From an optimization exercise on the open Yosys and OpenROAD flow, aimed at small area and a short achievable clock period; shortcuts taken in it are not production practice. In this exercise RTL edits were held to simulation tests only and were not proved equivalent to the original. The flow treats the clock pin as an ideal source, which a real chip does not have.

Setup of 08-24:
## zad4
module zad4
(input clk,
 input aclr,
 input [9:0] SW,
 output [0:6] HEX3, HEX2, HEX1, HEX0,
 output reg [7:0] LEDR);
clock: 18.0 ns
lec_check: 0
abc_area: 1
cap_margin: 20
core_margin: 2
core_utilization: 60
slew_margin: 20
synth_hierarchical: 1
standard.sh (not shown) runs the stock make flow with config.mk's settings and CLKGATE_MAP_FILE= SYNTH_SCRIPT=/design/flow/synth_recipe.tcl, a recipe that flattens the netlist after the stock synthesis.
==> flow/flow/run.sh <==
#!/bin/bash
# The standard ORFS layout with these changes:
#  - synthesis maps the logic with an area-oriented ABC script (flow/abc_area_map.script);
#    everything else in synthesis is synth_recipe.tcl unchanged;
#  - the port buffers are sky130_fd_sc_hd__buf_2 instead of the default delay buffer;
#  - the clock: before CTS, flow/manual_clk.tcl splits the registers into two groups by x
#    and drives each group from one clkbuf_8 at its centroid, fed by the clk port;
#    CTS then finds no net left to build a tree for;
#  - one tie cell drives all constant outputs (no tie fanout repair).
set -euo pipefail
here=$(pwd)
export SKIP_REPAIR_TIE_FANOUT=1
export BUFFER_PORTS_ARGS="-buffer_cell sky130_fd_sc_hd__buf_2"
export PRE_CTS_TCL=$here/flow/manual_clk.tcl
export MANUAL_CLK_BUF=sky130_fd_sc_hd__clkbuf_16
export MANUAL_CLK_GROUPS=1
export CTS_ARGS="-sink_clustering_enable -repair_clock_nets -dont_use_dummy_load -buf_list sky130_fd_sc_hd__clkbuf_8 -clk_nets clk"
export MY_ABC_SCRIPT=$here/flow/abc_area_map.script
export FLOW_SYNTH_TCL=$here/synth_recipe.tcl
sed "s#SYNTH_SCRIPT=[^ ]*#SYNTH_SCRIPT=$here/flow/synth.tcl#" standard.sh > own_standard.sh
bash own_standard.sh > standard.log 2>&1
Other scripts of this flow, unchanged in this note and not shown: flow/flow/abc_area_map.script, flow/flow/manual_clk.tcl, flow/flow/synth.tcl
Modified inputs, 01-28 compared to 08-24
--- a/flow/design.v
+++ b/flow/design.v
@@ -4,22 +4,22 @@
 module ha_cell(input a, input b, output [1:0] y);
   assign y = {a & b, a ^ b};
 endmodule
 module zad4
 (input clk,
  input aclr,
  input [9:0] SW,
  output [0:6] HEX3, HEX2, HEX1, HEX0,
  output reg [7:0] LEDR);
   reg [7:0] A, B;
-  reg [8:0] PL;     
-  reg [8:0] PH;     
+  reg [9:0] PL;     
+  reg [6:0] PH;     
   always @(*)
     if (SW[9] && !SW[8]) LEDR = A;
     else if (SW[8] && !SW[9]) LEDR = B;
     else LEDR = 8'b00000000;
   wire [15:0] M;
   wire w1, w2, w3, w4, w5, w6, w7, w8, w9, w10, w11, w12, w13, w14, w15, w16, w17, w18, w19, w20, w21, w22, w23, w24, w25, w26, w27, w28, w29, w30, w31, w32, w33, w34, w35, w36, w37, w38, w39, w40, w41, w42, w43, w44, w45, w46, w47, w48, w49, w50, w51, w52, w53, w54, w55, w56, w57, w58, w59, w60, w61, w62, w63, w64, w65, w66, w67, w68, w69, w70, w71, w72, w73, w74, w75, w76, w77, w78, w79, w80, w81, w82, w83, w84, w85, w86, w87, w88, w89, w90, w91, w92, w93, w94, w95, w96, w97, w98, w99, w100, w101, w102, w103, w104, w105, w106, w107, w108, w109, w110, w111, w112;
   ha_cell add1 ((A[6] & B[0]), (A[5] & B[1]), {w2, w1});
   fa_cell add2 ((A[7] & B[0]), (A[6] & B[1]), (A[5] & B[2]), {w4, w3});
   ha_cell add3 ((A[4] & B[3]), (A[3] & B[4]), {w6, w5});
   fa_cell add4 ((A[7] & B[1]), (A[6] & B[2]), (A[5] & B[3]), {w8, w7});
@@ -80,49 +80,48 @@
     dcell = {~((~x[1]) | (x[0] & x[2] & ~x[3]) | (~x[0] & x[3])),
              (x[1] & ~x[3]) | (~x[0] & ~x[1] & x[2]) | (x[0] & x[1]),
              (x[0] & ~x[3]) | (~x[0] & x[2]),
              ~((~x[0] & ~x[1]) | (~x[2]))};
   endfunction
   function [2:0] qbin(input [2:0] x);
     qbin = {(x[1] & ~x[2]),
             (x[2]),
             ~((~x[0]) | (x[1] & ~x[2]))};
   endfunction
-  reg [11:0] hg;
-  reg [3:0] h0, h1, h2;
-  reg [8:0] hd;
+  reg [7:0] hg;
+  reg [3:0] h0, h1;
+  reg [6:0] hd;
   integer m;
   always @(*) begin
-    hg = 12'd0;
-    for (m = 15; m >= 9; m = m - 1) begin
+    hg = 8'd0;
+    for (m = 15; m >= 10; m = m - 1) begin
       h0 = dcell(hg[3:0]);
       h1 = dcell(hg[7:4]);
-      h2 = dcell(hg[11:8]);
-      hg = {h2[3:1], h1[0], h1[3:1], h0[0], h0[3:1], M[m]};
+      hg = {h1[3:1], h0[0], h0[3:1], M[m]};
     end
-    hd = hg[8:0];
+    hd = hg[6:0];
   end
   always @(posedge clk, negedge aclr)
     if (~aclr) begin
-      A <= 8'd0; B <= 8'd0; PL <= 9'd0; PH <= 9'd0;
+      A <= 8'd0; B <= 8'd0; PL <= 10'd0; PH <= 7'd0;
     end else begin
       if (SW[9]) A <= SW[7:0];
       if (SW[8]) B <= SW[7:0];
-      PL <= M[8:0];
-      PH <= hd;
+      PL <= M[9:0];
+      PH <= {hd[6:4], hd[3:0]};
     end
   reg [15:0] dg;
   reg [3:0] u0, u1, u2, u3;
   integer k;
   always @(*) begin
-    dg = {7'd0, PH};
-    for (k = 8; k >= 0; k = k - 1) begin
+    dg = {8'd0, PH[6], PH};
+    for (k = 9; k >= 0; k = k - 1) begin
       u0 = dcell(dg[3:0]);
       u1 = dcell(dg[7:4]);
       u2 = dcell(dg[11:8]);
       u3 = dcell(dg[15:12]);
       dg = {u3[3:1], u2[0], u2[3:1], u1[0], u1[3:1], u0[0], u0[3:1], PL[k]};
     end
   end
   assign HEX0 = {3'b000, qbin(dg[3:1]), dg[0]};
   assign HEX1 = {3'b000, qbin(dg[7:5]), dg[4]};
   assign HEX2 = {3'b000, qbin(dg[11:9]), dg[8]};
[summary]
Area of the placeable core, 08-24 and 01-28: lower on 01-28
Fmax in 01-28 is 0.62% below 08-24.
The higher worst hold slack across all endpoints of 08-24 and 01-28 is in 01-28.
Against 08-24, pre-CTS setup slack in 01-28 came out better.
Looking at number of standard cells in the final layout excluding fillers, 01-28 sits below 08-24.
Between 08-24 and 01-28, the post-route fraction of the period consumed by the critical path is lower for 08-24.
Cmp 01-28 vs 08-24: met3 usage higher in 01-28
Compared with 08-24, 01-28 shows a lower largest net degree at the start of global routing.

==> separate check: timing with driven ports <==
The flow's constraints put no driver on any port. The routed layouts listed below were extracted and timed again, unchanged, in two steps. Step 1 assumes that a clkbuf_16 drives the clock port and a buf_2 every other input. Step 2, shift: input delay + t, output delay - t, t = (earliest + latest rising clock arrival at the registers) / 2. This alone moves slack from input paths to output paths. a / b / c = ideal ports / drivers / drivers and shift; a / b = the first two.
run | shift t [ns] | setup WS [ns] | worst hold slack (ns) | latest minus earliest clock arrival (ns) | worst slew at a driven data input, ns
08-24 | 0.211 | 9.847 / 9.819 / 9.819 | 0.671 / 0.671 / 0.671 | 0.003 / 0.003 | 0.03
01-28 | 0.204 | 9.796 / 9.772 / 9.772 | 0.681 / 0.681 / 0.681 | 0.009 / 0.009 | 0.03
After both steps every run listed still meets setup and hold. The setup slack of 08-24, which loses most, moves by -0.028 ns with the drivers and by -0.028 ns with both steps.
